Source: an optimization exercise on an open RTL-to-GDS flow (aim: small area). Production flows keep margins and buffers that such runs may drop. The RTL was checked by simulation tests, not by an equivalence proof against the original design. No driver is modelled on the clock port, so clocking that relies on it looks cheaper here than on a real chip. Power figures rest on the tool's default switching activity, not on a simulated workload.

// FSM_top
module FSM_top(emerg_in, g_f, f_f, s_f, emerg_out, motor, reset, clk, seg, next_LED, an);
Size in the first run: ~28 I/O pins, ~0.0014 mm2 of cells after synthesis.
==> flow/config.mk <==
export PLATFORM = sky130hd
export DESIGN_NAME = FSM_top
export DESIGN_NICKNAME = FSM_top
export VERILOG_FILES = /design/flow/design.v
export SDC_FILE = /design/flow/constraint.sdc
export NUM_CORES = 4
export LEC_CHECK = 0
export CAP_MARGIN = 0
export CORE_MARGIN = 2
export CORE_UTILIZATION = 70
export PLACE_DENSITY = 0.85
export SLEW_MARGIN = 0
==> flow/constraint.sdc <==
create_clock -name core_clock -period 10.0 [get_ports {clk}]
set_input_delay 2.0000 -clock core_clock [delete_from_list [all_inputs] [get_ports {clk}]]
set_output_delay 2.0000 -clock core_clock [all_outputs]
set_load 0.01 [all_outputs]
standard.sh (not shown) runs the stock make flow with config.mk's settings and CLKGATE_MAP_FILE= SYNTH_SCRIPT=/design/flow/synth_recipe.tcl, a recipe that flattens the netlist after the stock synthesis.
==> flow/flow/run.sh <==
#!/bin/bash
# Own layout flow: the standard ORFS flow (standard.sh) with
#  - synthesis: the standard script, but no adder extraction (ADDER_MAP_FILE empty) and an
#    area-oriented ABC script for the final mapping (flow/synth_wrap.tcl). Synthesis is run
#    once with each flow/abc_*.script and the script giving the smallest cell area is kept;
#  - port buffers: buf_1 instead of the default choice;
set -euo pipefail
W=$(cd "$(dirname "${BASH_SOURCE[0]}")/.." && pwd)
cd "$W"
export FLOW_SYNTH_TCL="$W/synth_recipe.tcl"
SYNTH_ARGS=(SYNTH_SCRIPT="$W/flow/synth_wrap.tcl" ADDER_MAP_FILE=)
STAT="$W/orfs/reports/${FLOW_PLATFORM:-sky130hd}/FSM_top/base/synth_stat.txt"

best=""
best_area=""
for s in "$W"/flow/abc_*.script; do
  name=$(basename "$s" .script)
  rm -rf "$W/orfs"
  if AREA_ABC_SCRIPT="$s" bash standard.sh "${SYNTH_ARGS[@]}" synth > "$W/synth_$name.log" 2>&1; then
    area=$(awk '/Chip area for module/ {print $NF}' "$STAT" | tail -1)
    echo "$name: $area" >> "$W/synth_choice.log"
    if [[ -n "$area" ]] && { [[ -z "$best" ]] || awk -v a="$area" -v b="$best_area" 'BEGIN { exit !(a < b) }'; }; then
      best="$s"
      best_area="$area"
    fi
  else
    echo "$name: failed" >> "$W/synth_choice.log"
  fi
done
[[ -n "$best" ]] || best="$W/flow/abc_a5.script"
echo "chosen: $(basename "$best") $best_area" >> "$W/synth_choice.log"

rm -rf "$W/orfs"
export MANUAL_CLKBUF=sky130_fd_sc_hd__buf_12 MANUAL_CLK_GROUPS=1
AREA_ABC_SCRIPT="$best" bash standard.sh "${SYNTH_ARGS[@]}" \
  BUFFER_PORTS_ARGS="-buffer_cell sky130_fd_sc_hd__buf_1" \
  PRE_CTS_TCL="$W/flow/clock_buffers.tcl" CTS_ARGS="-clk_nets clk" \
  finish > "$W/flow_standard.log" 2>&1
==> flow/flow/clock_buffers.tcl <==
# Clock buffering by hand (run as ORFS's PRE_CTS_TCL hook; clock_tree_synthesis is then
# told to build on the clock port's net only, which it skips as it has one sink): the clock
# sinks are split into MANUAL_CLK_GROUPS groups by position (k-means), each group is driven
# by one MANUAL_CLKBUF buffer at its centroid, and, with MANUAL_CLK_ROOT set, the clock port
# drives one root buffer of that cell which drives the group buffers.
set block [ord::get_db_block]
set master [[ord::get_db] findMaster $::env(MANUAL_CLKBUF)]
set k $::env(MANUAL_CLK_GROUPS)
set clknet [$block findNet clk]
set sinks {}
foreach it [$clknet getITerms] {
  set bb [[$it getInst] getBBox]
  lappend sinks [list $it [expr {([$bb xMin] + [$bb xMax]) / 2.0}] [expr {([$bb yMin] + [$bb yMax]) / 2.0}]]
}
set sinks [lsort -real -index 1 $sinks]
set n [llength $sinks]
# start centres: spread along x
set cs {}
for {set i 0} {$i < $k} {incr i} {
  set s [lindex $sinks [expr {int(($i + 0.5) * $n / $k)}]]
  lappend cs [list [lindex $s 1] [lindex $s 2]]
}
for {set iter 0} {$iter < 50} {incr iter} {
  set groups {}
  for {set i 0} {$i < $k} {incr i} { lappend groups {} }
  foreach s $sinks {
    set best 0; set bd 1e30
    for {set i 0} {$i < $k} {incr i} {
      set c [lindex $cs $i]
      set d [expr {abs([lindex $s 1] - [lindex $c 0]) + abs([lindex $s 2] - [lindex $c 1])}]
      if {$d < $bd} { set bd $d; set best $i }
    }
    lset groups $best [concat [lindex $groups $best] [list $s]]
  }
  set ncs {}
  for {set i 0} {$i < $k} {incr i} {
    set g [lindex $groups $i]
    if {[llength $g] == 0} { lappend ncs [lindex $cs $i]; continue }
    set sx 0; set sy 0
    foreach s $g { set sx [expr {$sx + [lindex $s 1]}]; set sy [expr {$sy + [lindex $s 2]}] }
    lappend ncs [list [expr {$sx / [llength $g]}] [expr {$sy / [llength $g]}]]
  }
  set cs $ncs
}
set rootnet $clknet
if {[info exists ::env(MANUAL_CLK_ROOT)] && $::env(MANUAL_CLK_ROOT) ne ""} {
  set rootnet [odb::dbNet_create $block clknet_root]
  $rootnet setSigType CLOCK
  set root [odb::dbInst_create $block [[ord::get_db] findMaster $::env(MANUAL_CLK_ROOT)] clkbuf_root]
  [$root findITerm A] connect $clknet
  [$root findITerm X] connect $rootnet
  set sx 0; set sy 0
  foreach c $cs { set sx [expr {$sx + [lindex $c 0]}]; set sy [expr {$sy + [lindex $c 1]}] }
  $root setLocation [expr {int($sx / $k)}] [expr {int($sy / $k)}]
  $root setPlacementStatus PLACED
}
for {set i 0} {$i < $k} {incr i} {
  set g [lindex $groups $i]
  if {[llength $g] == 0} { continue }
  set net [odb::dbNet_create $block clknet_leaf_$i]
  $net setSigType CLOCK
  foreach s $g { set it [lindex $s 0]; $it disconnect; $it connect $net }
  set buf [odb::dbInst_create $block $master clkbuf_leaf_$i]
  [$buf findITerm A] connect $rootnet
  [$buf findITerm X] connect $net
  set c [lindex $cs $i]
  $buf setLocation [expr {int([lindex $c 0])}] [expr {int([lindex $c 1])}]
  $buf setPlacementStatus PLACED
  puts "clock buffer $i: [llength $g] sinks"
}
Other scripts of this flow, unchanged in this note and not shown: flow/flow/abc_a11.script, flow/flow/abc_a5.script, flow/flow/abc_d3.script, flow/flow/abc_d7.script, flow/flow/abc_d8.script, flow/flow/abc_d9.script, flow/flow/synth_wrap.tcl
Then changed:
--- a/flow/flow/run.sh
+++ b/flow/flow/run.sh
@@ -5,4 +5,6 @@
 #    once with each flow/abc_*.script and the script giving the smallest cell area is kept;
 #  - port buffers: buf_1 instead of the default choice;
+#  - CTS: clkbuf_4 clock buffers and no dummy loads.
+# Each run's output goes to a log in the work folder (ORFS's own logs are under orfs/logs).
 set -euo pipefail
 W=$(cd "$(dirname "${BASH_SOURCE[0]}")/.." && pwd)
@@ -32,5 +34,5 @@
 
 rm -rf "$W/orfs"
-export MANUAL_CLKBUF=sky130_fd_sc_hd__buf_12 MANUAL_CLK_GROUPS=1
+export MANUAL_CLKBUF=sky130_fd_sc_hd__clkbuf_16 MANUAL_CLK_GROUPS=1
 AREA_ABC_SCRIPT="$best" bash standard.sh "${SYNTH_ARGS[@]}" \
   BUFFER_PORTS_ARGS="-buffer_cell sky130_fd_sc_hd__buf_1" \
CORE_UTILIZATION = 40   (was 70)
PLACE_DENSITY = unset   (was 0.85)
After rerunning: Clock skew is about the same; power climbs by 0.79%; register-to-register slack gets worse by 0.17 ns; die area climbs by 68%; combinational power drops by about 1%; worst setup slack gets worse by 0.029 ns; sequential power is about the same; via count drops by 2.6%; worst hold slack hardly moves; wire length drops by 10%; sequential cell count stays the same.

Starting RTL as in the previous note.
## FSM_top
module FSM_top(emerg_in, g_f, f_f, s_f, emerg_out, motor, reset, clk, seg, next_LED, an);
export LEC_CHECK = 0
export CAP_MARGIN = 0
export CORE_MARGIN = 2
export CORE_UTILIZATION = 40
export SLEW_MARGIN = 0
create_clock -name core_clock -period 10.0 [get_ports {clk}]
==> flow/flow/run.sh <==
#!/bin/bash
# Own layout flow: the standard ORFS flow (standard.sh) with
#  - synthesis: the standard script, but no adder extraction (ADDER_MAP_FILE empty) and an
#    area-oriented ABC script for the final mapping (flow/synth_wrap.tcl). Synthesis is run
#    once with each flow/abc_*.script and the script giving the smallest cell area is kept;
#  - port buffers: buf_1 instead of the default choice;
set -euo pipefail
W=$(cd "$(dirname "${BASH_SOURCE[0]}")/.." && pwd)
cd "$W"
export FLOW_SYNTH_TCL="$W/synth_recipe.tcl"
SYNTH_ARGS=(SYNTH_SCRIPT="$W/flow/synth_wrap.tcl" ADDER_MAP_FILE=)
STAT="$W/orfs/reports/${FLOW_PLATFORM:-sky130hd}/FSM_top/base/synth_stat.txt"

best=""
best_area=""
for s in "$W"/flow/abc_*.script; do
  name=$(basename "$s" .script)
  rm -rf "$W/orfs"
  if AREA_ABC_SCRIPT="$s" bash standard.sh "${SYNTH_ARGS[@]}" synth > "$W/synth_$name.log" 2>&1; then
    area=$(awk '/Chip area for module/ {print $NF}' "$STAT" | tail -1)
    echo "$name: $area" >> "$W/synth_choice.log"
    if [[ -n "$area" ]] && { [[ -z "$best" ]] || awk -v a="$area" -v b="$best_area" 'BEGIN { exit !(a < b) }'; }; then
      best="$s"
      best_area="$area"
    fi
  else
    echo "$name: failed" >> "$W/synth_choice.log"
  fi
done
[[ -n "$best" ]] || best="$W/flow/abc_a5.script"
echo "chosen: $(basename "$best") $best_area" >> "$W/synth_choice.log"

rm -rf "$W/orfs"
export MANUAL_CLKBUF=sky130_fd_sc_hd__clkbuf_16 MANUAL_CLK_GROUPS=1
AREA_ABC_SCRIPT="$best" bash standard.sh "${SYNTH_ARGS[@]}" \
  BUFFER_PORTS_ARGS="-buffer_cell sky130_fd_sc_hd__buf_1" \
  PRE_CTS_TCL="$W/flow/clock_buffers.tcl" CTS_ARGS="-clk_nets clk" \
  finish > "$W/flow_standard.log" 2>&1
Scripts as last shown in full above: flow/flow/clock_buffers.tcl
Other scripts of this flow, unchanged in this note and not shown: flow/flow/abc_a11.script, flow/flow/abc_a5.script, flow/flow/abc_d3.script, flow/flow/abc_d7.script, flow/flow/abc_d8.script, flow/flow/abc_d9.script, flow/flow/synth_wrap.tcl
The first run went through all stages and came out clean.
Then changed:
--- a/flow/flow/run.sh
+++ b/flow/flow/run.sh
@@ -6,2 +6,4 @@
 #  - port buffers: buf_1 instead of the default choice;
+#  - CTS: clkbuf_4 clock buffers and no dummy loads.
+# Each run's output goes to a log in the work folder (ORFS's own logs are under orfs/logs).
 set -euo pipefail
@@ -33,3 +35,3 @@
 rm -rf "$W/orfs"
-export MANUAL_CLKBUF=sky130_fd_sc_hd__clkbuf_16 MANUAL_CLK_GROUPS=1
+export MANUAL_CLKBUF=sky130_fd_sc_hd__clkbuf_8 MANUAL_CLK_GROUPS=2 MANUAL_CLK_ROOT=sky130_fd_sc_hd__clkbuf_1
 AREA_ABC_SCRIPT="$best" bash standard.sh "${SYNTH_ARGS[@]}" \
Settings changed: CAP_MARGIN 0 to 20, SLEW_MARGIN 0 to 20.
Effect: Final area came out higher by 0.80%; core utilization came out higher by 0.37 points; power came out higher by 3.3%; synthesized cell count does not change; register-to-register slack improves by 0.26 ns; area after synthesis does not change; sequential cell count is unchanged; worst setup slack degrades by 0.19 ns; die area stays the same.
Then changed:
--- a/flow/flow/run.sh
+++ b/flow/flow/run.sh
@@ -6,4 +6,2 @@
 #  - port buffers: buf_1 instead of the default choice;
-#  - CTS: clkbuf_4 clock buffers and no dummy loads.
-# Each run's output goes to a log in the work folder (ORFS's own logs are under orfs/logs).
 set -euo pipefail
@@ -35,3 +33,3 @@
 rm -rf "$W/orfs"
-export MANUAL_CLKBUF=sky130_fd_sc_hd__clkbuf_8 MANUAL_CLK_GROUPS=2 MANUAL_CLK_ROOT=sky130_fd_sc_hd__clkbuf_1
+export MANUAL_CLKBUF=sky130_fd_sc_hd__buf_12 MANUAL_CLK_GROUPS=1
 AREA_ABC_SCRIPT="$best" bash standard.sh "${SYNTH_ARGS[@]}" \
Settings changed: CAP_MARGIN 20 to 0, SLEW_MARGIN 20 to 0.
Design area fell slightly.
Hold slack gains 0.0031 ns.
Setup slack improves by 0.21 ns.
Synthesized area is unchanged.
Power fell by a few percent.
Clock power went down by about a fifth.
Final cell count came out lower slightly.

FSM_top again, from the RTL that the note above started with.
Design FSM_top, start of the top module:
module FSM_top(emerg_in, g_f, f_f, s_f, emerg_out, motor, reset, clk, seg, next_LED, an);
input emerg_in, g_f, f_f, s_f, reset, clk;
output [6:0] seg;
output [7:0] an;
output emerg_out;
output [2:0] motor;
output [2:0] next_LED;
reg [5:0] a;      
reg h;            
reg [2:0] r;      
reg [4:0] q;      
reg [1:0] d2;
reg [1:0] lf;
reg [8:0] ps;     
reg [1:0] pg;     
reg [2:0] ctl;    
reg m2;           
wire alast = (a[4:0] == 5'b01110);
wire scan = alast & ~h;
wire q0 = q[4] & (q[2:0] == 3'b010);
wire qlast = (q[3:0] == 4'b1001);
wire step = alast & h & q0 & r[1] & ~r[0];
wire emerg = d2[1] & d2[0];
wire c1 = lf[0] & ~emerg;
wire c2 = lf[1] & ~emerg;
wire n1 = d2[0] & ~d2[1];
wire n2 = d2[1] & ~d2[0];
wire c0 = ~c1 & ~c2;
wire n0 = ~d2[0] & ~d2[1];
wire [1:0] nf;
assign nf[0] = d2[1] ? (~g_f & f_f) : d2[0] ? (~g_f & ~s_f) : f_f;
assign nf[1] = d2[1] ? (~g_f & ~f_f) : d2[0] ? (~g_f & s_f) : (~f_f & s_f);
wire [2:0] ctl_n;
assign ctl_n[0] = (c0 & (n1 | n2)) | (c1 & n2);
assign ctl_n[1] = (c1 & n0) | (c2 & ~d2[1]);
assign ctl_n[2] = (c0 & n2) | (c2 & n0);
wire pend = ~pg[0] ? ((ps & 9'b111101111) == 9'b000100111) :
            ~pg[1] ? ((ps & 9'b110110101) == 9'b100100101) :
                     ((ps & 9'b111110101) == 9'b100000100);
wire [1:0] pg_n = pend ? {pg[0] & ~pg[1], ~pg[1]} : pg;
always @(posedge clk or posedge reset) begin
    if (reset) begin
        a <= 6'b011100;
        h <= 1'b0;
        r <= 3'd0;
        q <= 5'b10010;
        d2 <= 2'd0;
        lf <= 2'd0;
        ps <= 9'b000001100;
        pg <= 2'b00;
        ctl <= 3'd0;
        m2 <= 1'b0;
    end else begin
        a <= {a[4:0], a[5] ^ a[0] ^ alast};
        h <= h ^ alast;
        if (scan) begin
            r <= r + 3'd1;
            q <= {q[3:0], q[4] ^ q[1] ^ qlast};
        end
        if (step) begin
            lf <= {n2, n1};
            d2 <= (emerg_in | emerg) ? 2'd3 : nf;
        end
        ps <= {ps[7:0], ps[8] ^ ps[4] ^ pend};
        pg <= pg_n;
        ctl <= ctl_n;
        m2 <= ctl[2] ? ~pg_n[1] : ~pg_n[0];
    end
end
assign emerg_out = emerg;
  ...
export LEC_CHECK = 0
export CAP_MARGIN = 0
export CORE_MARGIN = 2
export CORE_UTILIZATION = 40
export SLEW_MARGIN = 0
create_clock -name core_clock -period 10.0 [get_ports {clk}]
==> flow/flow/run.sh <==
#!/bin/bash
# Own layout flow: the standard ORFS flow (standard.sh) with
#  - synthesis: the standard script, but no adder extraction (ADDER_MAP_FILE empty) and an
#    area-oriented ABC script for the final mapping (flow/synth_wrap.tcl). Synthesis is run
#    once with each flow/abc_*.script and the script giving the smallest cell area is kept;
#  - port buffers: buf_1 instead of the default choice;
set -euo pipefail
W=$(cd "$(dirname "${BASH_SOURCE[0]}")/.." && pwd)
cd "$W"
export FLOW_SYNTH_TCL="$W/synth_recipe.tcl"
SYNTH_ARGS=(SYNTH_SCRIPT="$W/flow/synth_wrap.tcl" ADDER_MAP_FILE=)
STAT="$W/orfs/reports/${FLOW_PLATFORM:-sky130hd}/FSM_top/base/synth_stat.txt"

best=""
best_area=""
for s in "$W"/flow/abc_*.script; do
  name=$(basename "$s" .script)
  rm -rf "$W/orfs"
  if AREA_ABC_SCRIPT="$s" bash standard.sh "${SYNTH_ARGS[@]}" synth > "$W/synth_$name.log" 2>&1; then
    area=$(awk '/Chip area for module/ {print $NF}' "$STAT" | tail -1)
    echo "$name: $area" >> "$W/synth_choice.log"
    if [[ -n "$area" ]] && { [[ -z "$best" ]] || awk -v a="$area" -v b="$best_area" 'BEGIN { exit !(a < b) }'; }; then
      best="$s"
      best_area="$area"
    fi
  else
    echo "$name: failed" >> "$W/synth_choice.log"
  fi
done
[[ -n "$best" ]] || best="$W/flow/abc_a5.script"
echo "chosen: $(basename "$best") $best_area" >> "$W/synth_choice.log"

rm -rf "$W/orfs"
export MANUAL_CLKBUF=sky130_fd_sc_hd__buf_12 MANUAL_CLK_GROUPS=1
AREA_ABC_SCRIPT="$best" bash standard.sh "${SYNTH_ARGS[@]}" \
  BUFFER_PORTS_ARGS="-buffer_cell sky130_fd_sc_hd__buf_1" \
  PRE_CTS_TCL="$W/flow/clock_buffers.tcl" CTS_ARGS="-clk_nets clk" \
  finish > "$W/flow_standard.log" 2>&1
==> flow/flow/abc_a5.script <==
&get -n
&st
&dch
&nf -R 1000
&st
&syn2
&dch
&nf -R 1000
&st
&dch -f
&nf -R 1000
&put
==> flow/flow/abc_d7.script <==
&get -n
&st
&deepsyn -I 1 -J 50
&dch
&nf -R 1000
&put
Scripts as last shown in full above: flow/flow/clock_buffers.tcl
Other scripts of this flow, unchanged in this note and not shown: flow/flow/abc_a11.script, flow/flow/abc_d3.script, flow/flow/abc_d8.script, flow/flow/abc_d9.script, flow/flow/synth_wrap.tcl
The first run completed with no timing, DRC or antenna violations.
Then changed:
--- a/flow/flow/run.sh
+++ b/flow/flow/run.sh
@@ -6,0 +7,2 @@
+#  - CTS: clkbuf_4 clock buffers and no dummy loads.
+# Each run's output goes to a log in the work folder (ORFS's own logs are under orfs/logs).
@@ -34 +36 @@
-export MANUAL_CLKBUF=sky130_fd_sc_hd__buf_12 MANUAL_CLK_GROUPS=1
+export MANUAL_CLKBUF=sky130_fd_sc_hd__clkbuf_16 MANUAL_CLK_GROUPS=1
- CAP_MARGIN: 0 -> 20
- SLEW_MARGIN: 0 -> 20
The new run finished clean.
Design area climbs by 0.72%.
Worst setup slack loses 26 ps.
Register-to-register slack gains 270 ps.
Power climbs by 1.5%.
Then changed:
--- a/flow/flow/run.sh
+++ b/flow/flow/run.sh
@@ -7,2 +6,0 @@
-#  - CTS: clkbuf_4 clock buffers and no dummy loads.
-# Each run's output goes to a log in the work folder (ORFS's own logs are under orfs/logs).
@@ -32 +30 @@
-[[ -n "$best" ]] || best="$W/flow/abc_a5.script"
+[[ -n "$best" ]] || best="$W/flow/abc_d3.script"
==> flow/flow/abc_dl2.script (new file) <==
&get -n
&st
&deepsyn -I 20 -J 300 -S 5
&dch -f
&nf -R 1000
&put
==> flow/flow/abc_ds1.script (new file) <==
&get -n
&st
&deepsyn -I 1 -J 50 -S 1
&dch -f
&nf -R 1000
&put
==> flow/flow/abc_ds12.script (new file) <==
&get -n
&st
&deepsyn -I 1 -J 50 -S 12
&dch -f
&nf -R 1000
&put
==> flow/flow/abc_ds5.script (new file) <==
&get -n
&st
&deepsyn -I 1 -J 50 -S 5
&dch -f
&nf -R 1000
&put
- CAP_MARGIN: 20 -> 0
- SLEW_MARGIN: 20 -> 0
removed: flow/flow/abc_a5.script
removed: flow/flow/abc_d7.script
Result: Final cell count stays the same. Routed wire length hardly moves. Register-to-register slack gets worse by 260 ps. Setup slack barely changes. Power stays flat.

==> separate check: timing with driven ports <==
No port has a modelled driver above. Below, the same layouts with a new extraction and two added sets of constraints. Step 1, drivers: a clkbuf_16 drives clk and a buf_2 each remaining input, both assumed. Step 2 moves the port delays by t, midway between the first and last clock arrival at a register: inputs arrive t later, outputs are due t later. That takes back most of the time a late clock gives input paths. Three values: no drivers, after step 1, after step 2; two values: the first two.
run	shift t [ns]	slack for setup (ns)	hold WS [ns]	clock arrival spread, ns	cell pins on the clock port's net
the first run of note 1	0.176	6.279 / 6.248 / 6.424	0.374 / 0.374 / 0.374	0.003 / 0.003	1
the second run of note 1	0.199	6.250 / 6.220 / 6.419	0.372 / 0.372 / 0.372	0.005 / 0.004	1
the first run of note 2	0.199	6.250 / 6.220 / 6.419	0.372 / 0.372 / 0.372	0.005 / 0.004	1
the second run of note 2	0.394	6.063 / 6.040 / 6.434	0.370 / 0.370 / 0.370	0.013 / 0.013	1
the third run of note 2	0.175	6.274 / 6.242 / 6.417	0.373 / 0.373 / 0.373	0.005 / 0.006	1
the first run of note 3	0.175	6.274 / 6.242 / 6.417	0.373 / 0.373 / 0.373	0.005 / 0.006	1
the second run of note 3	0.200	6.248 / 6.218 / 6.418	0.372 / 0.372 / 0.372	0.004 / 0.005	1
the third run of note 3	0.199	6.250 / 6.220 / 6.419	0.372 / 0.372 / 0.372	0.005 / 0.004	1
After both steps every run listed still meets setup and hold.
